Source: an optimization exercise on an open RTL-to-GDS flow (aim: small area and few clock cycles). Production flows keep margins and buffers that such runs may drop.
In this exercise RTL edits were held to simulation tests only and were not proved equivalent to the original.
The clock port is modelled as an ideal driver; clocking choices that lean on that would not hold on a real chip.
Power and IR drop assume default switching activity.

[flow/config.mk]
export PLATFORM = sky130hd
export DESIGN_NAME = SORT
export DESIGN_NICKNAME = SORT
export VERILOG_FILES = /design/flow/design.v
export SDC_FILE = /design/flow/constraint.sdc
export NUM_CORES = 4
export LEC_CHECK = 0
export CAP_MARGIN = 20
export CORE_MARGIN = 2
export CORE_UTILIZATION = 40
export SLEW_MARGIN = 20
[flow/constraint.sdc]
create_clock -name core_clock -period 6.0 [get_ports {clk}]
set_input_delay 1.2000 -clock core_clock [delete_from_list [all_inputs] [get_ports {clk}]]
set_output_delay 1.2000 -clock core_clock [all_outputs]
set_load 0.01 [all_outputs]
[flow/design.v]
module SORT(
  clk,
  rst_n,
  in_valid1,
  in_valid2,
  in,
  mode,
  op,
  out_valid,
  out
);
input clk;
input rst_n;
input in_valid1;
input in_valid2;
input mode;
input [1:0] op;
input [4:0] in;
output reg out_valid;
output [4:0] out;
wire clr  = in_valid2;
wire push = in_valid1 & op[0];
wire pop  = in_valid1 & ~op[1] & ~op[0];
wire srt  = in_valid1 & op[1];
reg        qmode;             
reg  [4:0] wp;                
reg  [4:0] rp;                
reg  [4:0] s [0:9];
function [9:0] jdec;
  input [4:0] q;
  begin
    jdec[0] = ~q[4] & ~q[0];
    jdec[1] =  q[0] & ~q[1];
    jdec[2] =  q[1] & ~q[2];
    jdec[3] =  q[2] & ~q[3];
    jdec[4] =  q[3] & ~q[4];
    jdec[5] =  q[4] &  q[0];
    jdec[6] = ~q[0] &  q[1];
    jdec[7] = ~q[1] &  q[2];
    jdec[8] = ~q[2] &  q[3];
    jdec[9] = ~q[3] &  q[4];
  end
endfunction
wire [9:0] dw = jdec(wp);
wire [9:0] dr = jdec(rp);
wire       last = rp[4] & ~rp[3];    
reg  [9:0] cand;
reg  [4:0] mx;
reg  [9:0] first;
reg        seen;
integer i, b;
always @(*) begin
  cand = 10'h3ff;
  for (b = 4; b >= 0; b = b - 1) begin
    mx[b] = 1'b0;
    for (i = 0; i < 10; i = i + 1)
      mx[b] = mx[b] | (cand[i] & s[i][b]);
    for (i = 0; i < 10; i = i + 1)
      cand[i] = cand[i] & (s[i][b] | ~mx[b]);
  end
  seen = 1'b0;
  for (i = 0; i < 10; i = i + 1) begin
    first[i] = cand[i] & ~seen;
    seen = seen | cand[i];
  end
end
assign out = mx & {5{out_valid}};
always @(posedge clk or negedge rst_n) begin
  if (!rst_n)
    out_valid <= 1'b0;
  else
    out_valid <= srt | (out_valid & ~last);
end
always @(posedge clk) begin
  if (clr)
    qmode <= mode;
end
always @(posedge clk) begin
  if (clr)
    wp <= 5'd0;
  else if (push)
    wp <= {wp[3:0], ~wp[4]};
  else if (pop & ~qmode)
    wp <= {~wp[0], wp[4:1]};
end
always @(posedge clk) begin
  if (clr)
    rp <= {~mode, 4'd0};
  else if (srt)
    rp <= 5'd0;
  else if (out_valid | (pop & qmode) | (push & ~qmode))
    rp <= {rp[3:0], ~rp[4]};
  else if (pop)
    rp <= {~rp[0], rp[4:1]};
end
genvar g;
generate
  for (g = 0; g < 10; g = g + 1) begin : slot
    wire we = push & dw[g];
    wire z  = clr | (out_valid & first[g]) | (pop & dr[g]);
    wire keep = ~we & ~z;
    always @(posedge clk)
      s[g] <= (in & {5{we}}) | (s[g] & {5{keep}});
  end
endgenerate
endmodule
[flow/flow/run.sh]
#!/bin/bash
# Layout flow: the standard flow, with two changes:
#  - synthesis maps the logic with ABC's area-oriented mapper (flow/area.abc)
#    instead of ORFS's script; registers come out exactly as in the standard
#    synthesis, since ABC only maps the logic between them;
#  - ports are buffered with sky130_fd_sc_hd__buf_1 cells.
set -euo pipefail
W=$PWD
{ head -1 synth_recipe.tcl; cat flow/abc_override.tcl; tail -n +2 synth_recipe.tcl; } > my_synth.tcl
sed -e "s#SYNTH_SCRIPT=[^ ]*#SYNTH_SCRIPT=$W/my_synth.tcl#" standard.sh > my_standard.sh
export MY_ABC_SCRIPT=$W/flow/area.abc
export BUFFER_PORTS_ARGS="-buffer_cell sky130_fd_sc_hd__buf_1"
bash my_standard.sh > flow_make.log 2>&1
[flow/flow/abc_override.tcl]
# Run ABC with the script named by MY_ABC_SCRIPT in place of ORFS's.
proc abc {args} {
  set i [lsearch -exact $args -script]
  if {$i >= 0 && [info exists ::env(MY_ABC_SCRIPT)]} {
    set args [lreplace $args [expr {$i + 1}] [expr {$i + 1}] $::env(MY_ABC_SCRIPT)]
  }
  yosys abc {*}$args
}
[flow/flow/area.abc]
strash
dch
map -a
topo
stime -c
buffer -c
upsize -c
dnsize -c
[flow/standard.sh]
#!/bin/bash
# synth_recipe.tcl (not shown) runs the flow's synth.tcl, then flattens the netlist and writes it again
# the make line also repeats each setting of config.mk as NAME=value (left out here)
make -C /OpenROAD-flow-scripts/flow DESIGN_CONFIG=/design/flow/config.mk WORK_HOME=/design/flow/orfs CLKGATE_MAP_FILE= SYNTH_SCRIPT=/design/flow/synth_recipe.tcl "${@:-finish}"
==> impl_metrics.tcl, run 1 <==
set metrics [dict create \
    synthCells 397 \
    gr-total-overflow 0 \
    irDropWorstVdd_uv 120 \
    core.rowCount 31 \
    ys_ff_latch 62 \
    fin_crit_sh 0.943 \
    layout_setup_ws_ps 343 \
    switchingPower_mw 0.352 \
    ys_types 46 \
    clkLatencyLatePin_ps 350 \
    status "timing/DRC/antenna clean" \
    worstHoldPathType "reg2reg" \
    core_um2 7290 \
    multi_input_area_um2 1390 \
    ant_nets 0 \
    antenna_found_initial 0 \
    cp_slowest_cell "dfxtp_1" \
    synth_top_area_cell "dfxtp_1" \
    drt_iter0_markers 215 \
    fin_hold_ws_ps 489 \
    power.internal_mw 0.716 \
    r2r-start "s[6][4]" \
    fin_nets 437 \
    clock_skew_ps 10.1 \
    power_frac_comb 0.235 \
    postSynth.asyncResetShare 0.0161 \
    port_buffers 17 \
    power.leakage_nw 1.23 \
    place.gp.congestion 0.906 \
    post-route-util 0.474 \
    clockRootBuffer "clkbuf_8" \
    critPathTopFamily "compound AO/OA/AOI/OAI gates" \
    r2r_slack_ps 670 \
    synth_fp_nets 409 \
    power.share.switching 0.329 \
    path_clk_slew_ps 70 \
    wirelength_mm 8.41 \
    tns_ps 0 \
    io_pins 18 \
    finalSetupViolCount 0 \
    area_growth_pct 13.7 \
    cp.arrival_ps 4460 \
    worstSetupPathType "reg2out" \
    required_ps 4800 \
    viasPerCell 5.57 \
    reg2reg_to "s[9][0]" \
    firstDrtPassIters 5 \
    cp-start-kind "flop" \
    grtUsageTotal 0.206 \
    grt_first_pass_wirelength_mm 13.4 \
    drive_gt1_frac 0.105 \
    cts_buffers 9 \
    max_stage_delay_ps 340 \
    p_per_area_nw_per_um2 309 \
    die_h_um 91.2 \
    avgSynthCellArea_um2 7.66 \
    finalHoldViolations 0 \
    cts-hold-fix-buffers 0 \
    crit_buf_inv 6 \
    hold_depth 2 \
    period_needed_ps 5660 \
    num_vias 2948 \
    min_from "s[5][1]" \
    cts_tree "built" \
    cap_violations 0 \
    antennaDiodeCount 0 \
    synth.area.top_cells "dfxtp_1 39%, o22ai_1 12%, inv_1 11%, nor2_1 4.8%, a21oi_1 4.0%" \
    endpoint_kind "output port" \
    die_x_um 91.2 \
    cts_sinks 62 \
    wl_per_cell_um 15.9 \
    finalInstanceArea_um2 3460 \
    tightest_slew_ps 964 \
    post-dp-hpwl_mm 6.34 \
    cts_buffer_depth 2 \
    p_clk_frac 0.351 \
    grt_pass1_vias 2636 \
    die_area_um2 8310 \
    synth_top_area_share 0.388 \
    grt_start_max_net_pins 15 \
    synth.yosys.seq_area_share 0.416 \
    seqPwrFrac 0.414 \
    placed_cell_area_um2 3220 \
    drc 0 \
    cts.htree.levels 3 \
    start_util 0.417 \
    rsz0062_at_grt "no" \
    slew_violations 0 \
    fill_cells 787 \
    relSlewSlack 0.352 \
    synth_edf_count 2 \
    worstRegToRegCells 34 \
    pre_cts_slack_ps 812 \
    synth_area_um2 3040 \
    crit_top_cell "nor2_4" \
    fmax_ghz 0.177 \
    critPathMaxFanout 10 \
    seq_area_um2 1270 \
    hold-path-endpoint "s[5][1]" \
    yosysWarnings 2 \
    synth_flop_cell "dfxtp_1" \
]
==> power by group through the flow <==
stage	Sequential, mW	Combinational [mW]	Clock [mW]
floorplan	0.447	0.185	0
detailed placement	0.450	0.238	0
global placement	0.450	0.236	0
global route	0.443	0.279	0.396
CTS	0.441	0.240	0.378
finish	0.442	0.251	0.375
==> area by class of cell <==
cell class	instances	area share
multi-input cells	229	0.403
flip-flops and latches	62	0.366
inverters	104	0.114
clock buffers	13	0.0460
well taps	99	0.0358
repair buffers	19	0.0228
clock inverters	3	0.0123
==> worst reg2reg max path, delay by kind of cell (launching register included) <==
| family | cells | cell delay [ps] |
|---|---|---|
| buffers and inverters | 7 | 570 |
| and+or+nand+nor | 14 | 1780 |
| AOI/OAI and AO/OA | 13 | 2450 |
| DFF | 1 | 390 |
==> per-stage QoR <==
| step | total power, mW | cells |
|---|---|---|
| finish | 1.07 | 529 |
| global route | 1.12 | 529 |
| CTS | 1.06 | 526 |
| detailed placement | 0.688 | 510 |
| global placement | 0.686 | 510 |
| floorplan | 0.632 | 397 |
==> cell usage after synthesis, drive strengths merged (3+ instances only) <==
library cell   n
a21oi         24
a221oi         4
a22oi          4
a311oi         4
a31oi          4
clkbuf         3
clkinv         7
dfxtp         59
inv           97
nand2         22
nand3          7
nor2          43
nor3           4
o2111ai        3
o21ai         33
o22ai         57
o311ai         3
==> layout by cell type, fill, tap and decap left out, types with 3 or more instances in the layout <==
cell	Yosys	layout
a311oi_1	4	4
a31oi_1	4	4
o21ai_1	14	15
clkbuf_8	0	11
nor2_1	39	39
inv_1	91	91
clkinv_1	7	7
nor2_4	3	4
inv_2	5	5
nor3_1	3	3
a21oi_1	24	24
nand2_1	18	18
o21ai_0	18	17
dfxtp_1	59	59
o22ai_1	57	57
buf_1	0	17
nand2_2	4	4
nand3_1	6	6
a22oi_1	4	4
==> what timing repair did <==
item / CTS / global route
hold endpoints to repair: 0 / 0
resized for setup: 0 / 4
buffers inserted: 0 / 2
endpoints found under the setup margin: 0 / 1
==> logic make-up (layout without fill, tap and decap cells) <==
group,count (synthesis),count (layout),share of synthesized area
AO/OA/AOI/OAI,148,148,0.323
buffers and inverters,107,139,0.133
AND/OR/NAND/NOR,80,81,0.128
flip-flops,62,62,0.416
==> sequential cells by signal, summed over array words and instances, names as in the netlist <==
name,flops
s,50
wp,5
qmode,1
rp,5
out_valid,1
==> worst max path at each step <==
stage / slack (ps) / depth (start not counted) / startpoint / end
floorplan: 1370 / 23 / s[1][4] / out[0]
global placement: 970 / 25 / s[1][4] / out[0]
detailed placement: 810 / 24 / s[1][4] / out[0]
CTS: 410 / 24 / s[1][4] / out[0]
global route: 0.5 / 24 / s[1][4] / out[0]
finish: 340 / 26 / s[1][4] / out[0]
==> layer usage <==
metal | wire length (µm) | part of all wire | track usage | up-vias
met3 | 479 | 0.057 | 0.0515 | 11
met2 | 3670 | 0.44 | 0.296 | 95
li1 | - | - | - | 1439
met4 | 117 | 0.014 | 0.0707 | 0
met5 | 0 | 0 | 0 | -
met1 | 4140 | 0.49 | 0.300 | 1403
Testbench counts, summed over its fixed seeds: cycles 5,225.
==> run 2, diff against run 1 <==
==> flow/flow/run.sh (replaced) <==
#!/bin/bash
# Layout flow: the standard flow (standard.sh), with these changes:
#  - synthesis maps the logic with ABC's area-recovering mapper (flow/area.abc)
#    instead of ORFS's script; ABC only maps the logic between registers, so the
#    registers come out exactly as in the standard synthesis;
#  - ports are buffered with sky130_fd_sc_hd__buf_1 cells;
#  - a small fixed clock tree (flow/clkroot.tcl, run before CTS): the clock
#    port drives one root buffer, which drives four leaf buffers, each feeding
#    a quarter of the registers; TritonCTS is then given only the clock port's
#    net, which has a single sink, so it adds nothing.
# The make output goes to flow_make.log; each ORFS step logs to orfs/logs/.
set -euo pipefail
W=$PWD
{ head -1 synth_recipe.tcl; cat flow/abc_override.tcl; tail -n +2 synth_recipe.tcl; } > my_synth.tcl
sed -e "s#SYNTH_SCRIPT=[^ ]*#SYNTH_SCRIPT=$W/my_synth.tcl#" standard.sh > my_standard.sh
export MY_ABC_SCRIPT=$W/flow/area.abc
export BUFFER_PORTS_ARGS="-buffer_cell sky130_fd_sc_hd__buf_1"
export PRE_CTS_TCL=$W/flow/clkroot.tcl
export MY_CLK_BUF=sky130_fd_sc_hd__clkbuf_8
export MY_CLK_ROOT=sky130_fd_sc_hd__clkbuf_4
export CTS_ARGS="-clk_nets clk"
bash my_standard.sh > flow_make.log 2>&1
==> flow/flow/clkroot.tcl (new file) <==
# Clock distribution: split the registers into four groups by position (halves
# by x, then each half by y, so the groups are of equal size) and drive each
# group from its own clock buffer (MY_CLK_BUF) placed at the group's centroid.
# The clock port drives one root buffer (MY_CLK_ROOT) that drives those four,
# so every register sees the same two buffer stages.
set block [ord::get_db_block]
set clknet [$block findNet clk]
set master [[ord::get_db] findMaster $::env(MY_CLK_BUF)]
set sinks {}
foreach it [$clknet getITerms] {
  set loc [[$it getInst] getLocation]
  lappend sinks [list $it [lindex $loc 0] [lindex $loc 1]]
}
set sinks [lsort -integer -index 1 $sinks]
set h [expr {[llength $sinks] / 2}]
set groups {}
foreach half [list [lrange $sinks 0 [expr {$h - 1}]] [lrange $sinks $h end]] {
  set half [lsort -integer -index 2 $half]
  set q [expr {[llength $half] / 2}]
  lappend groups [lrange $half 0 [expr {$q - 1}]] [lrange $half $q end]
}
set rmaster [[ord::get_db] findMaster $::env(MY_CLK_ROOT)]
set root [odb::dbInst_create $block $rmaster clkroot_r]
set rnet [odb::dbNet_create $block clknet_root_r]
$rnet setSigType CLOCK
[$root findITerm A] connect $clknet
[$root findITerm X] connect $rnet
set k 0
set rx 0; set ry 0
foreach g $groups {
  set inst [odb::dbInst_create $block $master clkroot_$k]
  set net [odb::dbNet_create $block clknet_root_$k]
  $net setSigType CLOCK
  set sx 0; set sy 0
  foreach s $g {
    set it [lindex $s 0]
    $it disconnect
    $it connect $net
    incr sx [lindex $s 1]; incr sy [lindex $s 2]
  }
  [$inst findITerm A] connect $rnet
  [$inst findITerm X] connect $net
  $inst setLocation [expr {$sx / [llength $g]}] [expr {$sy / [llength $g]}]
  $inst setPlacementStatus PLACED
  puts "clkroot_$k: drives [llength $g] clock pins"
  incr k
  set loc [$inst getLocation]
  incr rx [lindex $loc 0]; incr ry [lindex $loc 1]
}
$root setLocation [expr {$rx / $k}] [expr {$ry / $k}]
$root setPlacementStatus PLACED
--- a/flow/config.mk
+++ b/flow/config.mk
@@ -7,5 +7,5 @@
 export LEC_CHECK = 0
 export CAP_MARGIN = 20
 export CORE_MARGIN = 2
-export CORE_UTILIZATION = 40
+export CORE_UTILIZATION = 60
 export SLEW_MARGIN = 20
==> run 2 against run 1 <==
  * Global-route usage increased by 7.3 points
  * Critical path depth decreased by 2
  * Sequential share of layout area increased by 2.4 points
  * Synthesized cell count unchanged
  * Combinational power decreased by 4%
  * Via count decreased by 3.6%
  * Cell area decreased by 6.1%
  * Largest power group unchanged
  * Highest routed layer unchanged
==> impl_metrics.tcl, run 2 <==
set metrics [dict create \
    status "timing/DRC/antenna clean" \
    tightest_slew_ps 942 \
    synthAdderAreaFrac 0 \
    fin_crit_sh 0.932 \
    antennaDiodeCount 0 \
    grt_start_max_net_pins 17 \
    synthTopCellsByCount "91 x inv_1, 59 x dfxtp_1, 57 x o22ai_1" \
    yosysWarnings 2 \
    synth.area.top_cells "dfxtp_1 39%, o22ai_1 12%, inv_1 11%, nor2_1 4.8%, a21oi_1 4.0%" \
    ys_ff_latch 62 \
    die_x_um 75.2 \
    cap_violations 0 \
    cp-start-kind "flop" \
    synth_area_um2 3040 \
    synth_mux_area_frac 0 \
    power.leakage_nw 1.15 \
    grt_first_pass_wirelength_mm 12.3 \
    endpoint_kind "output port" \
    grtUsageTotal 0.279 \
    fin_nets 431 \
    path_clk_slew_ps 100 \
    die_area_um2 5650 \
    cp.arrival_ps 4390 \
    synth_top_area_cell "dfxtp_1" \
    core_um2 4820 \
    synth_flop_cell "dfxtp_1" \
    finalInstanceArea_um2 3250 \
    firstDrtPassIters 5 \
    worstSetupPathType "reg2out" \
    drt_iter0_markers 247 \
    largest_register_ffs 50 \
    tns_ps 0 \
    ant_nets 0 \
    antenna_found_initial 0 \
    fin_hold_ws_ps 489 \
    seq_area_um2 1270 \
    synthCells 397 \
    required_ps 4800 \
    reg.largest.list "s (50), rp (5), wp (5)" \
    avgSynthCellArea_um2 7.66 \
    synth.yosys.seq_area_share 0.416 \
    wirelength_mm 7.67 \
    synth_compound_area_frac 0.323 \
    crit_chain "nor4_1 > nand4_2 > nor2_2 > nor2_1 > inv_1 > a22oi_1 > o221ai_1 > nor2_4 > inv_2 > a21oi_1 > o2bb2ai_1 > nor4_2 > nand2_2 > inv_4 > o21ai_0 > o2111ai_2 > nor2_4 > o21ai_1 > o22ai_1 > a221oi_1 > nand3_2 > inv_2 > nor2_1 > buf_1" \
    place.gp.congestion 1.00 \
    worstRegToRegCells 33 \
    wl_per_cell_um 15.8 \
    finalSetupViolCount 0 \
    cp_slowest_cell "dfxtp_1" \
    area_growth_pct 6.75 \
    finalHoldViolations 0 \
    synth_top_family_by_area "compound AO/OA/AOI/OAI gates" \
    drive_gt1_frac 0.0767 \
    grt_pass1_vias 2532 \
    synth-xor-area-share 0 \
    slew_violations 0 \
    p_per_area_nw_per_um2 270 \
    most-common-layout-cells "91 x inv_1, 59 x dfxtp_1, 57 x o22ai_1, 39 x nor2_1, 24 x a21oi_1" \
    hold_depth 2 \
    start_util 0.631 \
    period_needed_ps 5590 \
    largest-register "s" \
    multi_input_area_um2 1380 \
    clock_skew_ps 19.3 \
    postSynth.asyncResetShare 0.0161 \
    critPathTopFamily "simple AND/OR/NAND/NOR gates" \
    viasPerCell 5.87 \
    io_pins 18 \
    gr-total-overflow 0 \
    max_stage_delay_ps 340 \
    irDropWorstVdd_uv 226 \
    port_buffers 17 \
    die_h_um 75.2 \
    worstHoldPathType "reg2reg" \
    cts_setup_buffers 0 \
    synth_edf_count 2 \
    synth-simple-area-share 0.128 \
    relSlewSlack 0.367 \
    post-dp-hpwl_mm 6.01 \
    num_vias 2842 \
    fmax_ghz 0.179 \
    final_common_cell "inv_1" \
    synth_most_common_cell "inv_1" \
    synth_top_area_share 0.388 \
    clkLatencyLatePin_ps 380 \
    crit_buf_inv 5 \
    drc 0 \
    fill_cells 457 \
    ys_types 46 \
    critPathMaxFanout 10 \
    core.rowCount 25 \
    synth_fp_nets 409 \
    placed_cell_area_um2 3180 \
    cp.depth 24 \
]
[run 2: repair_timing]
item	4_1_cts	5_1_grt
hold buffers	0	0
resized for setup	0	0
endpoints found under the setup margin	0	1
[run 2: per-layer routing]
metal / track usage / routed length (µm) / vias to the layer above
met5: 0 / 0 / -
met4: 0.0312 / 74 / 0
met3: 0.0509 / 685 / 6
met2: 0.405 / 3210 / 97
met1: 0.443 / 3700 / 1314
li1: - / - / 1425
[run 2: tightest hold or removal path, delay by kind of cell (launching register included)]
kind                   cells  cell delay (ps)
buffers and inverters      1               50
AOI/OAI and AO/OA          1               60
DFF                        1              330
[run 2: report_power, final]
| part | total [mW] | switching (mW) | internal [mW] |
|---|---|---|---|
| logic | 0.241 | 0.170 | 0.0710 |
| clock network | 0.195 | 0.127 | 0.0682 |
| registers | 0.441 | 0.0137 | 0.427 |
| total | 0.877 | 0.311 | 0.567 |
[run 2: stage by stage]
stage / util / power [mW] / worst slack (ps) / instances
2_1_floorplan: - / 0.632 / 1370 / 397
3_3_place_gp: 0.659 / 0.681 / 966 / 478
4_1_cts: 0.672 / 0.825 / 830 / 483
5_1_grt: 0.674 / 0.923 / -6.76 / 484
6_report: 0.674 / 0.877 / 410 / 484
3_5_place_dp: 0.659 / 0.684 / 847 / 478
[run 2: cell families (layout without fill, tap and decap cells)]
family | after synthesis | after routing
compound gates | 148 | 148
buf+inv | 107 | 126
flops | 62 | 62
simple gates | 80 | 81
[run 2: final timing paths]
kind                       startpoint         to  slack (ps)
hold reg to reg               s[0][3]    s[0][3]         490
setup / recovery              s[1][4]     out[0]         410
max in group asynchronous       rst_n  out_valid        5330
min in group asynchronous       rst_n  out_valid         560
hold / removal                s[0][3]    s[0][3]         490
setup reg to reg              s[6][4]    s[9][4]         850
[run 2: layout make-up]
cell class	count	share of cell area
Multi-Input combinational cell	229	0.424
Sequential cell	62	0.390
Inverter	104	0.121
Tap cell	67	0.0258
Timing Repair Buffer	17	0.0197
Buffer	5	0.0193
==> run 3, diff against run 2 <==
--- a/flow/design.v
+++ b/flow/design.v
@@ -47,17 +47,28 @@
 reg  [9:0] cand;
 reg  [4:0] mx;
 reg  [9:0] first;
-reg        seen;
+reg        seen, a11, a01;
 integer i, b;
 always @(*) begin
   cand = 10'h3ff;
-  for (b = 4; b >= 0; b = b - 1) begin
+  for (b = 4; b >= 2; b = b - 2) begin
     mx[b] = 1'b0;
+    a11 = 1'b0;
+    a01 = 1'b0;
+    for (i = 0; i < 10; i = i + 1) begin
+      mx[b] = mx[b] | (cand[i] & s[i][b]);
+      a11   = a11   | (cand[i] & s[i][b] & s[i][b-1]);
+      a01   = a01   | (cand[i] & s[i][b-1]);
+    end
+    mx[b-1] = mx[b] ? a11 : a01;
     for (i = 0; i < 10; i = i + 1)
-      mx[b] = mx[b] | (cand[i] & s[i][b]);
-    for (i = 0; i < 10; i = i + 1)
-      cand[i] = cand[i] & (s[i][b] | ~mx[b]);
+      cand[i] = cand[i] & (s[i][b] | ~mx[b]) & (s[i][b-1] | ~mx[b-1]);
   end
+  mx[0] = 1'b0;
+  for (i = 0; i < 10; i = i + 1)
+    mx[0] = mx[0] | (cand[i] & s[i][0]);
+  for (i = 0; i < 10; i = i + 1)
+    cand[i] = cand[i] & (s[i][0] | ~mx[0]);
   seen = 1'b0;
   for (i = 0; i < 10; i = i + 1) begin
     first[i] = cand[i] & ~seen;
--- a/flow/flow/run.sh
+++ b/flow/flow/run.sh
@@ -1,6 +1,6 @@
 #!/bin/bash
 # Layout flow: the standard flow (standard.sh), with these changes:
-#  - synthesis maps the logic with ABC's area-recovering mapper (flow/area.abc)
+#  - synthesis maps the logic with ABC's &nf mapper (flow/area.abc)
 #    instead of ORFS's script; ABC only maps the logic between registers, so the
 #    registers come out exactly as in the standard synthesis;
 #  - ports are buffered with sky130_fd_sc_hd__buf_1 cells;
==> flow/flow/area.abc (replaced) <==
&get -n
&st
&dch
&nf -R 1000
&put
topo
stime -c
buffer -c
upsize -c
dnsize -c
--- a/flow/config.mk
+++ b/flow/config.mk
@@ -7,5 +7,5 @@
 export LEC_CHECK = 0
 export CAP_MARGIN = 20
 export CORE_MARGIN = 2
-export CORE_UTILIZATION = 60
+export CORE_UTILIZATION = 75
 export SLEW_MARGIN = 20
==> run 3 against run 2 <==
  * First-iteration DRC count rose by 17%
  * Die area is 20% lower
  * Combinational power down 5%
  * Area after synthesis shrank 0.91%
  * Utilization rose by 13 points
  * Largest power group unchanged
==> impl_metrics.tcl, run 3 <==
set metrics [dict create \
    cp_slowest_cell "dfxtp_1" \
    die_x_um 67.4 \
    io_pins 18 \
    status "timing/DRC/antenna clean" \
    grt_pass1_vias 2495 \
    cap_violations 0 \
    ant_nets 0 \
    placed_cell_area_um2 3100 \
    core.rowCount 23 \
    place.gp.congestion 0.885 \
    viasPerCell 7.16 \
    antennaDiodeCount 0 \
    relSlewSlack 0.370 \
    largest_register_ffs 50 \
    finalSetupViolCount 0 \
    fill_cells 261 \
    pre_cts_slack_ps 580 \
    clkLatencyLatePin_ps 370 \
    die_h_um 67.4 \
    synthTopCellsByCount "59 x dfxtp_1, 51 x a22o_1, 35 x nand2_1" \
    postSynth.asyncResetShare 0.0161 \
    core_um2 3940 \
    max_stage_delay_ps 350 \
    critPathMaxFanout 13 \
    synth_edf_count 2 \
    drt_iter0_markers 289 \
    p_per_area_nw_per_um2 272 \
    rsz0062_at_grt "no" \
    placedCellCount 381 \
    endpoint_kind "output port" \
    slew_violations 0 \
    synth_top_area_cell "dfxtp_1" \
    finalInstanceArea_um2 3170 \
    antenna_found_initial 0 \
    wirelength_mm 7.60 \
    reg.largest.list "s (50), rp (5), wp (5)" \
    port_buffers 17 \
    ys_ff_latch 62 \
    synth.area.top_cells "dfxtp_1 39%, a22o_1 15%, nand2_1 4.4%, nor2_1 3.9%, o221a_2 2.2%" \
    period_needed_ps 5720 \
    cts-hold-fix-buffers 0 \
    tightest_slew_ps 945 \
    fin_nets 350 \
    critPathTopFamily "compound AO/OA/AOI/OAI gates" \
    grt_start_max_net_pins 18 \
    avgSynthCellArea_um2 9.30 \
    seq_area_um2 1270 \
    path_clk_slew_ps 100 \
    final_common_cell "dfxtp_1" \
    synth_most_common_cell "dfxtp_1" \
    firstDrtPassIters 5 \
    clock_skew_ps 7.64 \
    crit_chain "a222oi_1 > nand3_1 > a221o_1 > a221o_1 > a221oi_2 > buf_4 > o22ai_1 > nor2_1 > a221oi_1 > and3_2 > a41o_2 > o221a_2 > a22o_1 > a221oi_1 > o21ai_2 > nor2_4 > nor2_1 > buf_1" \
    layout.cells.non_filler 386 \
    synth_top_area_share 0.392 \
    cp-start-kind "flop" \
    wl_per_cell_um 19.7 \
    synth_flop_cell "dfxtp_1" \
    synth.yosys.seq_area_share 0.420 \
    fin_crit_sh 0.953 \
    finalHoldViolations 0 \
    drive_gt1_frac 0.113 \
    grt_first_pass_wirelength_mm 12.0 \
    multi_input_area_um2 1650 \
    area_growth_pct 5.07 \
    post-dp-hpwl_mm 5.65 \
    worstSetupPathType "reg2out" \
    layout_setup_ws_ps 281 \
    worstHoldPathType "reg2reg" \
    drc 0 \
    grtUsageTotal 0.338 \
    synthCells 324 \
    r2r_slack_ps 650 \
    fmax_ghz 0.175 \
    tns_ps 0 \
    die_area_um2 4540 \
    start_util 0.764 \
    most-common-layout-cells "59 x dfxtp_1, 51 x a22o_1, 35 x nand2_1, 31 x nor2_1, 17 x buf_1" \
    power.leakage_nw 1.17 \
    p_total_mw 0.860 \
    ys_types 50 \
    synth_fp_nets 336 \
    post-route-util 0.803 \
    yosysWarnings 2 \
    num_vias 2765 \
    synth_area_um2 3010 \
    crit_buf_inv 2 \
    required_ps 4800 \
    cp.arrival_ps 4520 \
    fin_hold_ws_ps 500 \
    largest-register "s" \
    gr-total-overflow 0 \
    irDropWorstVdd_uv 241 \
]
run 3: cell types whose count changed after synthesis, sizes merged, moves of 8 or more:
cell | previous run | this run
nor2 | 43 | 32
o22ai | 57 | 3
nor4 | 2 | 12
a22o | 0 | 51
o221a | 0 | 8
o21ai | 33 | 13
a21oi | 24 | 8
inv | 97 | 6
nand2 | 22 | 36
buf | 0 | 10
run 3: worst register-to-register path: stages, from the launching register on:
cell and delay [ps]:
dfxtp_1 350, a222oi_1 350, nand3_1 140, a221o_1 270, a221o_1 270, a221oi_2 180
buf_4 210, o22ai_1 170, nor2_1 220, a221oi_1 80, and3_2 310, nor3_1 230
a41o_2 250, o221a_1 250, a22o_1 130, a221oi_1 50, o21ai_2 100, nor2_4 80
o21a_2 220, nor4_1 320, and2_4 220, nand2_4 50, nor3b_2 200, nor3b_2 270
nor4_4 110, a22o_1 230
run 3: layer usage:
layer | share of wire | track usage | wire (µm) | vias up
li1 | - | - | - | 1290
met1 | 0.41 | 0.450 | 3080 | 1317
met5 | 0 | 0 | 0 | -
met3 | 0.073 | 0.0350 | 553 | 15
met4 | 0.028 | 0.0765 | 210 | 0
met2 | 0.49 | 0.590 | 3760 | 143
run 3: report_power, final:
group	internal [mW]	total (mW)	leakage, nW	switching, mW
clock	0.0680	0.187	0.0334	0.119
sequential	0.426	0.443	0.509	0.0170
combinational	0.0933	0.230	0.630	0.137
run 3: worst paths after layout:
path | startpoint | endpoint | cells after the start
worst max-delay path | s[0][3] | out[0] | 18
worst min-delay path | s[9][0] | s[9][0] | 1
worst max register to register | s[0][3] | s[8][3] | 25
worst min register to register | s[9][0] | s[9][0] | 1
max in group asynchronous | rst_n | out_valid | 1
min in group asynchronous | rst_n | out_valid | 1
run 3: logic make-up (layout without fill, tap and decap cells):
family          Yosys count  after routing  synth area share
mux                       1              1           0.00332
buf+inv                  21             33            0.0316
compound gates          120            120             0.330
simple gates            120            120             0.215
flops                    62             62             0.420
run 3: area by class of cell:
cell class	count	share of cell area
Multi-Input combinational cell	241	0.523
Inverter	7	0.00830
Timing Repair Buffer	21	0.0296
Buffer	5	0.0198
Sequential cell	62	0.400
Tap cell	50	0.0198
run 3: timing repair:
action,in CTS,in global routing
endpoints found under the setup margin,0,1
setup buffers,0,0
resized for setup,0,2
Testbench counts of run 3, summed over its fixed seeds: cycles 5,225.
==> run 4, diff against run 3 <==
--- a/flow/flow/run.sh
+++ b/flow/flow/run.sh
@@ -7,7 +7,9 @@
 #  - a small fixed clock tree (flow/clkroot.tcl, run before CTS): the clock
 #    port drives one root buffer, which drives four leaf buffers, each feeding
 #    a quarter of the registers; TritonCTS is then given only the clock port's
-#    net, which has a single sink, so it adds nothing.
+#    net, which has a single sink, so it adds nothing. After CTS,
+#    flow/clkfix.tcl swaps a leaf buffer for sky130_fd_sc_hd__clkbuf_16 if its
+#    registers' estimated clock slew is over MY_CLK_SLEW ns.
 # The make output goes to flow_make.log; each ORFS step logs to orfs/logs/.
 set -euo pipefail
 W=$PWD
@@ -16,6 +18,8 @@
 export MY_ABC_SCRIPT=$W/flow/area.abc
 export BUFFER_PORTS_ARGS="-buffer_cell sky130_fd_sc_hd__buf_1"
 export PRE_CTS_TCL=$W/flow/clkroot.tcl
+export POST_CTS_TCL=$W/flow/clkfix.tcl
+export MY_CLK_SLEW=0.115
 export MY_CLK_BUF=sky130_fd_sc_hd__clkbuf_8
 export MY_CLK_ROOT=sky130_fd_sc_hd__clkbuf_4
 export CTS_ARGS="-clk_nets clk"
==> flow/flow/area.abc (replaced) <==
&get -n
&st
&dch
&nf -R 1000
&put
==> flow/flow/clkfix.tcl (new file) <==
# After CTS: a leaf clock buffer (from flow/clkroot.tcl) whose registers see a
# clock slew over MY_CLK_SLEW (ns, estimated from the placement) is swapped
# for sky130_fd_sc_hd__clkbuf_16, and the placement legalized again.
set block [ord::get_db_block]
set_propagated_clock [all_clocks]
estimate_parasitics -placement
set changed 0
for {set j 0} {[$block findInst clkroot_$j] ne "NULL"} {incr j} {
  set worst 0
  foreach it [[$block findNet clknet_root_$j] getITerms] {
    set i [$it getInst]
    if {[$i getName] eq "clkroot_$j"} { continue }
    set sl [get_property [get_pins "[$i getName]/[[$it getMTerm] getName]"] slew_max]
    if {$sl > $worst} { set worst $sl }
  }
  puts "clkroot_$j: worst estimated clock slew $worst"
  if {$worst > $::env(MY_CLK_SLEW)} {
    replace_cell clkroot_$j sky130_fd_sc_hd__clkbuf_16
    puts "clkroot_$j: replaced by sky130_fd_sc_hd__clkbuf_16"
    set changed 1
  }
}
if {$changed} {
  detailed_placement
  check_placement -verbose
  estimate_parasitics -placement
}
--- a/flow/flow/clkroot.tcl
+++ b/flow/flow/clkroot.tcl
@@ -2,7 +2,8 @@
 # by x, then each half by y, so the groups are of equal size) and drive each
 # group from its own clock buffer (MY_CLK_BUF) placed at the group's centroid.
 # The clock port drives one root buffer (MY_CLK_ROOT) that drives those four,
-# so every register sees the same two buffer stages.
+# so every register sees the same two buffer stages. flow/clkfix.tcl, run
+# after CTS, upsizes any leaf buffer whose clock slew is too high.
 set block [ord::get_db_block]
 set clknet [$block findNet clk]
 set master [[ord::get_db] findMaster $::env(MY_CLK_BUF)]
@@ -49,3 +50,4 @@
 }
 $root setLocation [expr {$rx / $k}] [expr {$ry / $k}]
 $root setPlacementStatus PLACED
+
--- a/flow/config.mk
+++ b/flow/config.mk
@@ -8,4 +8,5 @@
 export CAP_MARGIN = 20
 export CORE_MARGIN = 2
 export CORE_UTILIZATION = 75
+export SETUP_SLACK_MARGIN = 0.1
 export SLEW_MARGIN = 20
==> run 4 against run 3 <==
  * Cell area is 1.2% lower
  * Power increased by 1.6%
  * Maximum frequency down 1.3%
  * First-iteration DRC count is 55% higher
  * Flip-flop and latch count is the same
  * Hold slack gained 15 ps
  * Register-to-register slack worse by 320 ps
  * Utilization increased by 5.1 points
  * Synthesized cell count down 4.3%
  * Combinational power rose by 2%
  * Global-route usage grew 5.3 points
  * Critical path depth up 3
  * Critical path type unchanged
  * Highest routed layer unchanged
==> impl_metrics.tcl, run 4 <==
set metrics [dict create \
    status "timing/DRC/antenna clean" \
    viasPerCell 7.75 \
    power.share.switching 0.332 \
    finalHoldViolations 0 \
    grtUsageTotal 0.390 \
    wl_per_cell_um 22.0 \
    fin_crit_sh 0.966 \
    path_clk_slew_ps 100 \
    core_um2 3660 \
    final_common_cell "dfxtp_1" \
    hold_depth 1 \
    layout_setup_ws_ps 207 \
    place.gp.congestion 0.965 \
    synth_top_area_share 0.416 \
    clock_skew_ps 12.5 \
    clkLatencyLatePin_ps 410 \
    firstDrtPassIters 6 \
    drive_gt1_frac 0.0647 \
    avgSynthCellArea_um2 9.15 \
    post-dp-hpwl_mm 5.98 \
    cp.arrival_ps 4590 \
    synth_edf_count 2 \
    yosysWarnings 2 \
    synth_flop_cell "dfxtp_1" \
    synthTopCellsByCount "59 x dfxtp_1, 51 x a22o_1, 36 x nand2_1" \
    gr-total-overflow 0 \
    synth_fp_nets 322 \
    endpoint_kind "output port" \
    r2r-start "s[0][3]" \
    die_h_um 65.5 \
    largest_register_ffs 50 \
    seqPwrFrac 0.507 \
    synth_most_common_cell "dfxtp_1" \
    cap_violations 0 \
    reg.largest.list "s (50), rp (5), wp (5)" \
    finalSetupViolCount 0 \
    grt_start_max_net_pins 18 \
    power.internal_mw 0.584 \
    die_area_um2 4290 \
    port_buffers 17 \
    core.rowCount 22 \
    io_pins 18 \
    area_growth_pct 10.2 \
    drc 0 \
    reg2reg_to "s[6][0]" \
    relSlewSlack 0.350 \
    worstSetupPathType "reg2out" \
    p_per_area_nw_per_um2 280 \
    synth_top_area_cell "dfxtp_1" \
    fin_nets 354 \
    worstRegToRegCells 26 \
    grt_first_pass_wirelength_mm 13.1 \
    synth.area.top_cells "dfxtp_1 42%, a22o_1 16%, nand2_1 4.8%, nor2_1 4.2%, o221a_1 3.2%" \
    r2r_slack_ps 330 \
    synthCells 310 \
    p_clk_frac 0.225 \
    antennaDiodeCount 0 \
    power_frac_comb 0.268 \
    grt_pass1_vias 2716 \
    hold-path-endpoint "s[9][0]" \
    cp-start-kind "flop" \
    wirelength_mm 8.53 \
    min_from "s[9][0]" \
    power.leakage_nw 1.14 \
    largest-register "s" \
    rsz0062_at_grt "no" \
    num_vias 3008 \
    ys_types 33 \
    ys_ff_latch 62 \
    die_x_um 65.5 \
    tightest_slew_ps 967 \
    slew_violations 0 \
    postSynth.asyncResetShare 0.0161 \
    switchingPower_mw 0.290 \
    most-common-layout-cells "59 x dfxtp_1, 51 x a22o_1, 36 x nand2_1, 32 x nor2_1, 17 x buf_1" \
    synth_area_um2 2840 \
    tns_ps 0 \
    pre_cts_slack_ps 122 \
    irDropWorstVdd_uv 219 \
    antenna_found_initial 0 \
    fmax_ghz 0.173 \
    period_needed_ps 5790 \
    critPathMaxFanout 8 \
    synth.yosys.seq_area_share 0.446 \
    drt_iter0_markers 447 \
    required_ps 4800 \
    worstHoldPathType "reg2reg" \
    start_util 0.775 \
    ant_nets 0 \
]
[run 4: changes by cell type after synthesis, sizes merged]
| cell | previous run | this run |
|---|---|---|
| clkinv | 1 | 7 |
| inv | 6 | 0 |
| clkbuf | 4 | 0 |
| buf | 10 | 0 |
[run 4: worst max-delay path, cell delays in order (launching register included)]
cell	delay (ps)
dfxtp_1	360
a222oi_1	370
nand3_1	150
a221o_1	280
a221o_1	270
a221oi_2	220
buf_4	210
o22ai_1	100
clkinv_1	80
and2_0	200
a221o_1	130
a221oi_1	40
o21ai_0	90
a221oi_1	70
a41o_2	320
o221a_1	270
a22o_1	240
a221oi_1	220
o21ai_1	150
nor2_2	230
nor2_1	80
buf_1	130
[run 4: per-stage QoR]
step / utilization / power, mW / hold slack, ps / instances / area [µm²]
after global routing: 0.854 / 0.904 / 529 / 388 / 3130
after detailed placement: 0.821 / 0.661 / 470 / 380 / 3010
final: 0.854 / 0.874 / 515 / 388 / 3130
after floorplan: - / 0.598 / 442 / 310 / 2840
after global placement: 0.821 / 0.654 / 466 / 380 / 3010
[run 4: power by group through the flow]
stage / Clock, mW / Combinational, mW / Sequential, mW
after floorplan: 0 / 0.151 / 0.447
after global placement: 0 / 0.203 / 0.451
after detailed placement: 0 / 0.209 / 0.452
after global routing: 0.206 / 0.253 / 0.445
final: 0.197 / 0.234 / 0.443
[run 4: area by class of cell]
class,instances,area [µm²]
fillers,229,533
plain buffers,5,62.6
inverters,7,26.3
repair buffers,24,116
multi-input cells,242,1600
well taps,48,60.1
flip-flops and latches,62,1270
[run 4: cells by family (layout without fill, tap and decap cells)]
logic type / count (synthesis) / after routing / synth area share
AOI/OAI and AO/OA: 120 / 120 / 0.342
buffers and inverters: 7 / 36 / 0.00926
DFF: 62 / 62 / 0.446
muxes: 1 / 1 / 0.00353
and+or+nand+nor: 120 / 121 / 0.199
[run 4: how the worst max path moves through the flow]
stage | start | endpoint | slack, ps
after floorplan | s[1][4] | s[8][0] | 260
after global placement | s[1][4] | s[8][3] | 320
after detailed placement | s[0][3] | s[8][1] | 120
after global routing | s[0][3] | out[0] | 0.6
final | s[0][3] | out[0] | 210
[run 4: routing by layer]
metal | up-vias | part of all wire | track usage
met1 | 1376 | 0.37 | 0.493
met4 | 0 | 0.063 | 0.229
met2 | 262 | 0.46 | 0.634
met5 | - | 0 | 0
li1 | 1311 | - | -
met3 | 59 | 0.10 | 0.0582
==> run 5, diff against run 4 <==
--- a/flow/design.v
+++ b/flow/design.v
@@ -109,9 +109,8 @@
   for (g = 0; g < 10; g = g + 1) begin : slot
     wire we = push & dw[g];
     wire z  = clr | (out_valid & first[g]) | (pop & dr[g]);
-    wire keep = ~we & ~z;
     always @(posedge clk)
-      s[g] <= (in & {5{we}}) | (s[g] & {5{keep}});
+      s[g] <= (in & {5{we}}) | (s[g] & {5{~z}});
   end
 endgenerate
 endmodule
==> run 5 against run 4 <==
  * Cell area down 2.8%
  * Utilization decreased by 1.8 points
  * Sequential share of layout area is 1.2 points higher
  * Cell count decreased by 3.9%
  * Hold slack better by 11 ps
  * Register-to-register slack improved by 180 ps
  * Maximum frequency up 1.6%
  * Via count fell by 5.5%
  * First-iteration DRC count fell by 16%
  * Sequential power about the same
  * Clock power is 4% lower
  * Largest cell class unchanged
  * Largest power group unchanged
  * Highest routed layer unchanged
==> impl_metrics.tcl, run 5 <==
set metrics [dict create \
    synthTopCellsByCount "59 x dfxtp_1, 50 x a22o_1, 30 x nand2_1" \
    min_from "s[5][2]" \
    worstSetupPathType "reg2out" \
    synth_edf_count 2 \
    critPathMaxFanout 13 \
    worstHoldPathType "reg2reg" \
    grt_first_pass_wirelength_mm 12.3 \
    grt_start_max_net_pins 17 \
    pre_cts_slack_ps 419 \
    hold_depth 1 \
    yosysWarnings 2 \
    ys_ff_latch 62 \
    synth.yosys.seq_area_share 0.452 \
    io_pins 18 \
    p_per_area_nw_per_um2 285 \
    largest-register "s" \
    fin_nets 339 \
    ys_types 33 \
    status "timing/DRC/antenna clean" \
    finalHoldViolations 0 \
    clkLatencyLatePin_ps 380 \
    avgSynthCellArea_um2 9.40 \
    start_util 0.771 \
    fin_crit_sh 0.950 \
    synthCells 298 \
    die_h_um 65.1 \
    most-common-layout-cells "59 x dfxtp_1, 50 x a22o_1, 30 x nand2_1, 26 x nor2_1, 20 x nand3_1" \
    fill_cells 239 \
    drive_gt1_frac 0.0431 \
    grt_pass1_vias 2526 \
    endpoint_kind "output port" \
    postSynth.asyncResetShare 0.0161 \
    power.leakage_nw 1.11 \
    finalInstanceArea_um2 3040 \
    cp.arrival_ps 4500 \
    r2r_slack_ps 510 \
    irDropWorstVdd_uv 211 \
    layout_setup_ws_ps 298 \
    synth_top_area_share 0.422 \
    final_common_cell "dfxtp_1" \
    ant_nets 0 \
    antenna_found_initial 0 \
    largest_register_ffs 50 \
    fin_hold_ws_ps 526 \
    finalSetupViolCount 0 \
    slew_violations 0 \
    die_x_um 65.1 \
    port_buffers 17 \
    firstDrtPassIters 6 \
    relSlewSlack 0.361 \
    tns_ps 0 \
    placed_cell_area_um2 2960 \
    period_needed_ps 5700 \
    synth_flop_cell "dfxtp_1" \
    layout.cells.non_filler 373 \
    p_total_mw 0.868 \
    gr-total-overflow 0 \
    die_area_um2 4240 \
    reg2reg_to "s[5][4]" \
    required_ps 4800 \
    tightest_slew_ps 953 \
    antennaDiodeCount 0 \
    wirelength_mm 7.72 \
    placedCellCount 368 \
    synth_fp_nets 310 \
    core.rowCount 22 \
    area_growth_pct 8.58 \
    post-dp-hpwl_mm 5.64 \
    clock_skew_ps 14.8 \
    hold-path-endpoint "s[5][2]" \
    synth_area_um2 2800 \
    cp-start-kind "flop" \
    wl_per_cell_um 20.7 \
    r2r-start "s[0][3]" \
    core_um2 3630 \
    place.gp.congestion 0.965 \
    drt_iter0_markers 377 \
    synth_top_area_cell "dfxtp_1" \
    reg.largest.list "s (50), rp (5), wp (5)" \
    grtUsageTotal 0.363 \
    post-route-util 0.837 \
    fmax_ghz 0.175 \
    drc 0 \
    viasPerCell 7.62 \
    cap_violations 0 \
    worstRegToRegCells 22 \
    path_clk_slew_ps 90 \
    rsz0062_at_grt "no" \
    synth.area.top_cells "dfxtp_1 42%, a22o_1 16%, nand2_1 4.0%, o221a_1 4.0%, nand3_1 3.6%" \
    num_vias 2843 \
    synth_most_common_cell "dfxtp_1" \
]
==> run 5: power breakdown <==
group | switching (mW) | internal (mW) | total (mW)
logic | 0.142 | 0.0914 | 0.234
registers | 0.0187 | 0.427 | 0.445
clock network | 0.121 | 0.0680 | 0.189
==> run 5: critical path, cell delays in order (launching register included) <==
cell      delay [ps]
dfxtp_1          370
a222oi_1         360
nand3_1          150
a221o_1          270
a221o_1          290
a221oi_2         250
buf_4            200
o22a_1           220
a222oi_1         110
a21boi_0         130
and3_2           270
nand4_1           90
o21ai_0           80
buf_4            190
o221a_1          260
a222oi_1         370
and3_4           310
nor2_1            60
buf_1            130
==> run 5: worst max path at each step <==
stage | from | cells past startpoint | slack, ps | end
after floorplan | s[1][4] | 24 | 160 | s[9][0]
after global placement | s[0][3] | 25 | 660 | s[9][0]
after detailed placement | s[0][3] | 25 | 420 | s[9][1]
after global routing | s[0][3] | 20 | 60 | out[0]
final | s[0][3] | 18 | 300 | out[0]
==> run 5: logic make-up after synthesis <==
kind of cell | count (synthesis) | synth area share
simple gates | 108 | 0.182
compound gates | 124 | 0.360
buf+inv | 4 | 0.00536
flops | 62 | 0.452
==> run 5: area by class of cell <==
cell class,count,area [µm²],area share
plain buffers,5,62.6,0.0206
inverters,4,15.0,0.00494
multi-input cells,232,1540,0.505
flip-flops and latches,62,1270,0.416
well taps,48,60.1,0.0198
repair buffers,22,101,0.0333
==> run 5: routing by layer <==
metal	global-route usage	vias to the layer above	part of all wire	wire [µm]
li1	-	1267	-	-
met1	0.485	1310	0.39	3030
met2	0.604	224	0.47	3630
met3	0.0445	42	0.095	731
met4	0.141	0	0.042	328
met5	0	-	0	0
Testbench counts of run 5, summed over its fixed seeds: cycles 5,225.
==> run 6, diff against run 5 <==
--- a/flow/config.mk
+++ b/flow/config.mk
@@ -8,5 +8,6 @@
 export CAP_MARGIN = 20
 export CORE_MARGIN = 2
 export CORE_UTILIZATION = 75
+export GPL_ROUTABILITY_DRIVEN = 0
 export SETUP_SLACK_MARGIN = 0.1
 export SLEW_MARGIN = 20
==> run 6 against run 5 <==
  * Utilization increased by 0.41 points
  * Sequential power is essentially flat
  * Register-to-register slack worse by 100 ps
  * Global-route usage up 1.6 points
  * Largest cell class unchanged
  * Via count grew 1.7%
==> impl_metrics.tcl, run 6 <==
set metrics [dict create \
    wl_per_cell_um 22.1 \
    p_per_area_nw_per_um2 287 \
    cp-start-kind "flop" \
    avgSynthCellArea_um2 9.40 \
    irDropWorstVdd_uv 256 \
    core_um2 3630 \
    top_layer "met4" \
    start_util 0.771 \
    port_buffers 17 \
    synthCells 298 \
    wirelength_met1_mm 3.09 \
    tns_ps 0 \
    clock_skew_ps 16.2 \
    gr-total-overflow 0 \
    io_pins 18 \
    drc 0 \
    fmax_ghz 0.173 \
    ys_types 33 \
    synth.yosys.seq_area_share 0.452 \
    drive_gt1_frac 0.0489 \
    synth_flop_cell "dfxtp_1" \
    cap_violations 0 \
    post-route-util 0.841 \
    antennaDiodeCount 0 \
    relSlewSlack 0.327 \
    ys_ff_latch 62 \
    viasPerCell 7.71 \
    fin_crit_sh 0.961 \
    firstDrtPassIters 8 \
    endpoint_kind "output port" \
    grt_pass1_vias 2564 \
    synth_area_um2 2800 \
    synth_fp_nets 310 \
    drt_iter0_markers 444 \
    routed-wl-met2_mm 3.85 \
    reg.largest.list "s (50), rp (5), wp (5)" \
    synth_edf_count 2 \
    wl_met3_um 850 \
    final_common_cell "dfxtp_1" \
    finalHoldViolations 0 \
    synth_most_common_cell "dfxtp_1" \
    num_vias 2891 \
    p_total_mw 0.877 \
    grt_start_max_net_pins 17 \
    synth_top_area_share 0.422 \
    finalSetupViolCount 0 \
    tightest_slew_ps 1000 \
    period_needed_ps 5760 \
    area_growth_pct 9.12 \
    yosysWarnings 2 \
    wirelength_mm 8.27 \
    placedCellCount 367 \
    slew_violations 0 \
    antenna_found_initial 0 \
    clkLatencyLatePin_ps 380 \
    largest_register_ffs 50 \
    die_h_um 65.1 \
    fin_nets 341 \
    post-dp-hpwl_mm 5.91 \
    status "timing/DRC/antenna clean" \
    fin_hold_ws_ps 534 \
    die_area_um2 4240 \
    die_x_um 65.1 \
    power.leakage_nw 1.12 \
    postSynth.asyncResetShare 0.0161 \
    critPathMaxFanout 13 \
    ant_nets 0 \
    fill_cells 225 \
    path_clk_slew_ps 100 \
    required_ps 4800 \
    most-common-layout-cells "59 x dfxtp_1, 50 x a22o_1, 30 x nand2_1, 26 x nor2_1, 20 x nand3_1" \
    worstHoldPathType "reg2reg" \
    synth.area.top_cells "dfxtp_1 42%, a22o_1 16%, nand2_1 4.0%, o221a_1 4.0%, nand3_1 3.6%" \
    core.rowCount 22 \
    layout.cells.non_filler 375 \
    rsz0062_at_grt "no" \
    grt_first_pass_wirelength_mm 12.6 \
    worstSetupPathType "reg2out" \
    synthTopCellsByCount "59 x dfxtp_1, 50 x a22o_1, 30 x nand2_1" \
    synth_top_area_cell "dfxtp_1" \
    cp.arrival_ps 4560 \
    largest-register "s" \
    grtUsageTotal 0.379 \
]
-- run 6: cell counts after synthesis --
No cell type changed its count.
-- run 6: per-layer routing --
metal,up-vias,GRT usage
met5,-,0
li1,1272,-
met3,54,0.0565
met4,0,0.164
met1,1319,0.489
met2,246,0.637
-- run 6: cell type report --
type	count	area, µm²	area share
sequential	62	1270	0.414
inverter	4	15.0	0.00491
multi-input combinational	232	1540	0.503
timing repair buffer	24	114	0.0373
tap	48	60.1	0.0197
buffer	5	62.6	0.0205
-- run 6: kinds of logic (layout without fill, tap and decap cells) --
kind of cell           count (synthesis)  after routing  share of synthesized area
DFF                                   62             62                      0.452
AOI/OAI and AO/OA                    124            124                      0.360
buffers and inverters                  4             33                    0.00536
and+or+nand+nor                      108            108                      0.182
-- run 6: worst paths after layout --
path	from	to	slack [ps]	cells past startpoint
max	s[0][3]	out[0]	240	18
min	rp[1]	rp[0]	530	2
max reg2reg	s[0][3]	s[9][3]	410	26
min reg2reg	rp[1]	rp[0]	530	2
max in group asynchronous	rst_n	out_valid	5340	1
min in group asynchronous	rst_n	out_valid	560	1
-- run 6: power by group --
| group | internal [mW] | switching [mW] | leakage, nW | total (mW) |
|---|---|---|---|---|
| Sequential | 0.427 | 0.0193 | 0.510 | 0.446 |
| Clock | 0.0682 | 0.123 | 0.0334 | 0.192 |
| Combinational | 0.0940 | 0.146 | 0.577 | 0.240 |
| Total | 0.589 | 0.288 | 1.12 | 0.877 |
-- run 6: per-stage QoR --
stage          setup slack, ps  cell area, µm²
3_3_place_gp               635            2950
2_1_floorplan              164            2800
3_5_place_dp               397            2950
6_report                   236            3060
5_1_grt                   77.6            3060
-- run 6: critical path, stage by stage, from the launching register on --
cell and delay [ps]:
dfxtp_1 360, a222oi_1 350, nand3_1 170, a221o_1 290, a221o_1 290, a221oi_2 270, buf_4 200, o22a_1 240
a222oi_1 110, a21boi_0 150, and3_2 270, nand4_1 90, o21ai_0 100, buf_4 190, o221a_1 260, a222oi_1 360
and3_4 300, nor2_1 50, buf_1 130
==> run 7, diff against run 6 <==
--- a/flow/flow/run.sh
+++ b/flow/flow/run.sh
@@ -9,7 +9,8 @@
 #    a quarter of the registers; TritonCTS is then given only the clock port's
 #    net, which has a single sink, so it adds nothing. After CTS,
 #    flow/clkfix.tcl swaps a leaf buffer for sky130_fd_sc_hd__clkbuf_16 if its
-#    registers' estimated clock slew is over MY_CLK_SLEW ns.
+#    registers' estimated clock slew is over MY_CLK_SLEW ns, and then removes
+#    the root buffer so that the clock port drives the four leaf buffers.
 # The make output goes to flow_make.log; each ORFS step logs to orfs/logs/.
 set -euo pipefail
 W=$PWD
@@ -20,6 +21,7 @@
 export PRE_CTS_TCL=$W/flow/clkroot.tcl
 export POST_CTS_TCL=$W/flow/clkfix.tcl
 export MY_CLK_SLEW=0.115
+export MY_CLK_NOROOT=1
 export MY_CLK_BUF=sky130_fd_sc_hd__clkbuf_8
 export MY_CLK_ROOT=sky130_fd_sc_hd__clkbuf_4
 export CTS_ARGS="-clk_nets clk"
--- a/flow/flow/clkfix.tcl
+++ b/flow/flow/clkfix.tcl
@@ -25,3 +25,23 @@
   check_placement -verbose
   estimate_parasitics -placement
 }
+
+# The root buffer is only there so that TritonCTS, given the clock port's net,
+# finds a single sink and adds nothing; with MY_CLK_NOROOT=1 it is removed now
+# and the clock port drives the leaf buffers directly.
+if {[info exists ::env(MY_CLK_NOROOT)] && $::env(MY_CLK_NOROOT)} {
+  set clknet [$block findNet clk]
+  set rnet [$block findNet clknet_root_r]
+  set root [$block findInst clkroot_r]
+  foreach it [$rnet getITerms] {
+    if {[[$it getInst] getName] eq "clkroot_r"} { continue }
+    $it disconnect
+    $it connect $clknet
+  }
+  odb::dbInst_destroy $root
+  odb::dbNet_destroy $rnet
+  puts "clkroot_r: removed; the clock port drives the leaf buffers"
+  detailed_placement
+  check_placement -verbose
+  estimate_parasitics -placement
+}
--- a/flow/config.mk
+++ b/flow/config.mk
@@ -8,6 +8,5 @@
 export CAP_MARGIN = 20
 export CORE_MARGIN = 2
 export CORE_UTILIZATION = 75
-export GPL_ROUTABILITY_DRIVEN = 0
 export SETUP_SLACK_MARGIN = 0.1
 export SLEW_MARGIN = 20
==> run 7 against run 6 <==
  * Cell count shrank 0.80%
  * Flip-flop and latch count is the same
  * Sequential power is essentially flat
  * Critical path depth is the same
  * Largest power group unchanged
  * Die area is the same
  * Global-route usage shrank 1.7 points
  * Sequential share of layout area grew 0.29 points
  * Clock skew shrank 3.6 ps
==> impl_metrics.tcl, run 7 <==
set metrics [dict create \
    status "timing/DRC/antenna clean" \
    placed_cell_area_um2 2960 \
    grt_first_pass_wirelength_mm 12.2 \
    tns_ps 0 \
    synth.yosys.seq_area_share 0.452 \
    synth-xor-area-share 0 \
    synth_edf_count 2 \
    drc 0 \
    tightest_slew_ps 920 \
    max_stage_delay_ps 400 \
    synth_mux_area_frac 0 \
    worstRegToRegCells 23 \
    synth_most_common_cell "dfxtp_1" \
    synthAdderAreaFrac 0 \
    synth-simple-area-share 0.182 \
    worstHoldPathType "reg2reg" \
    post-dp-hpwl_mm 5.64 \
    synth_top_area_cell "dfxtp_1" \
    synth_area_um2 2800 \
    r2r_slack_ps 490 \
    synth_compound_area_frac 0.360 \
    most-common-layout-cells "59 x dfxtp_1, 50 x a22o_1, 30 x nand2_1, 26 x nor2_1, 20 x nand3_1" \
    critPathMaxFanout 13 \
    worstSetupPathType "reg2out" \
    path_clk_slew_ps 100 \
    viasPerCell 7.55 \
    final_common_cell "dfxtp_1" \
    area_growth_pct 8.36 \
    die_area_um2 4240 \
    fin_crit_sh 0.930 \
    fmax_ghz 0.179 \
    post-route-util 0.835 \
    cp_slowest_cell "and3_1" \
    die_x_um 65.1 \
    period_needed_ps 5580 \
    p_per_area_nw_per_um2 278 \
    finalSetupViolCount 0 \
    largest_register_ffs 50 \
    firstDrtPassIters 8 \
    grt_start_max_net_pins 17 \
    clock_skew_ps 12.6 \
    ant_nets 0 \
    fin_nets 338 \
    synth.area.top_cells "dfxtp_1 42%, a22o_1 16%, nand2_1 4.0%, o221a_1 4.0%, nand3_1 3.6%" \
    reg.largest.list "s (50), rp (5), wp (5)" \
    place.gp.congestion 0.965 \
    synthCells 298 \
    grtUsageTotal 0.362 \
    finalHoldViolations 0 \
    synth_top_area_share 0.422 \
    clkLatencyLatePin_ps 160 \
    num_vias 2809 \
    fin_hold_ws_ps 521 \
    gr-total-overflow 0 \
    start_util 0.771 \
    port_buffers 17 \
    cap_violations 0 \
    postSynth.asyncResetShare 0.0161 \
    worstSetupStartpoint "s[0][3]" \
    ys_types 33 \
    crit_chain "a222oi_1 > nand3_1 > a221o_1 > a221o_1 > a221oi_2 > buf_4 > o22a_1 > a222oi_1 > a21boi_0 > and3_2 > nand4_1 > o21ai_0 > buf_4 > o221a_1 > a222oi_1 > and3_1 > nor2_1 > buf_1" \
    relSlewSlack 0.383 \
    reg2reg_to "s[7][4]" \
    io_pins 18 \
    cp.arrival_ps 4380 \
    finalInstanceArea_um2 3030 \
    largest-register "s" \
    wl_per_cell_um 20.6 \
    power.leakage_nw 1.10 \
    cp-start-kind "flop" \
    synth_top_family_by_area "compound AO/OA/AOI/OAI gates" \
    layout_setup_ws_ps 419 \
    synthTopCellsByCount "59 x dfxtp_1, 50 x a22o_1, 30 x nand2_1" \
    rsz0062_at_grt "no" \
    irDropWorstVdd_uv 214 \
    antennaDiodeCount 0 \
    required_ps 4800 \
    endpoint_kind "output port" \
    grt_pass1_vias 2523 \
    synth_fp_nets 310 \
    drt_iter0_markers 364 \
    yosysWarnings 2 \
    synth_flop_cell "dfxtp_1" \
    avgSynthCellArea_um2 9.40 \
    die_h_um 65.1 \
    core_um2 3630 \
    ys_ff_latch 62 \
    antenna_found_initial 0 \
    core.rowCount 22 \
    drive_gt1_frac 0.0401 \
    crit_top_cell "a222oi_1" \
    wirelength_mm 7.67 \
    pre_cts_slack_ps 419 \
    slew_violations 0 \
    r2r-start "s[0][3]" \
    critPathCapture "out[0]" \
]
## run 7: cell counts after synthesis
Identical to the previous run, type by type.
## run 7: metal layers
metal / track usage / up-vias / part of all wire
met5: 0 / - / 0
met4: 0.130 / 0 / 0.034
met3: 0.0325 / 30 / 0.095
met2: 0.607 / 205 / 0.48
met1: 0.490 / 1310 / 0.39
li1: - / 1264 / -
## run 7: cells by family (layout without fill, tap and decap cells)
logic type,Yosys count,in the layout
AOI/OAI and AO/OA,124,124
DFF,62,62
buffers and inverters,4,30
and+or+nand+nor,108,108
## run 7: worst min path at each step
stage	depth (start not counted)	slack, ps	endpoint	startpoint
floorplan	1	450	s[9][0]	s[9][0]
global placement	1	490	s[9][0]	s[9][0]
detailed placement	1	480	s[9][0]	s[9][0]
global route	1	540	s[5][2]	s[5][2]
finish	1	520	s[9][0]	s[9][0]
## run 7: metrics by stage
step / instances / power (mW)
3_3_place_gp: 368 / 0.666
5_1_grt: 372 / 0.874
3_5_place_dp: 368 / 0.673
2_1_floorplan: 298 / 0.608
6_report: 372 / 0.843
## run 7: worst max-delay path: cells and delay by family, from the launching register on
kind	cells	cell delay [ps]
AO/OA/AOI/OAI	10	2310
AND/OR/NAND/NOR	5	1010
buffers and inverters	3	540
flip-flops	1	360
## run 7: cell type report
| class | instances | area (µm²) |
|---|---|---|
| flip-flops and latches | 62 | 1270 |
| multi-input cells | 232 | 1540 |
| plain buffers | 4 | 55.1 |
| repair buffers | 22 | 101 |
| well taps | 48 | 60.1 |
| inverters | 4 | 15.0 |
| fillers | 238 | 599 |
## run 7: report_power, final
part | switching (mW) | leakage, nW | internal [mW]
clock | 0.103 | 0.0288 | 0.0617
sequential | 0.0190 | 0.510 | 0.427
combinational | 0.142 | 0.567 | 0.0905

==> re-timing with driven ports <==
No port has a modelled driver above. Below, the same layouts with a new extraction and two added sets of constraints.
Step 1 assumes that a clkbuf_16 drives the clock port and a buf_2 every other input.
Step 2, shift: input delay + t, output delay - t, t = (earliest + latest rising clock arrival at the registers) / 2. This alone moves slack from input paths to output paths.
Slacks: no drivers / after step 1 / after step 2; pairs: no drivers / after step 1.
| run | shift t [ns] | setup WS [ns] | slew at the worst register clock pin (ns) |
|---|---|---|---|
| run 1 | 0.380 | 0.343 / 0.313 / 0.668 | 0.07 / 0.07 |
| run 2 | 0.400 | 0.410 / 0.384 / 0.784 | 0.11 / 0.11 |
| run 3 | 0.395 | 0.281 / 0.255 / 0.650 | 0.10 / 0.10 |
| run 4 | 0.425 | 0.207 / 0.181 / 0.331 | 0.10 / 0.10 |
| run 5 | 0.399 | 0.298 / 0.273 / 0.505 | 0.10 / 0.10 |
| run 6 | 0.394 | 0.236 / 0.209 / 0.409 | 0.10 / 0.10 |
| run 7 | 0.211 | 0.419 / 0.360 / 0.486 | 0.10 / 0.10 |
After both steps every run listed still meets setup and hold.
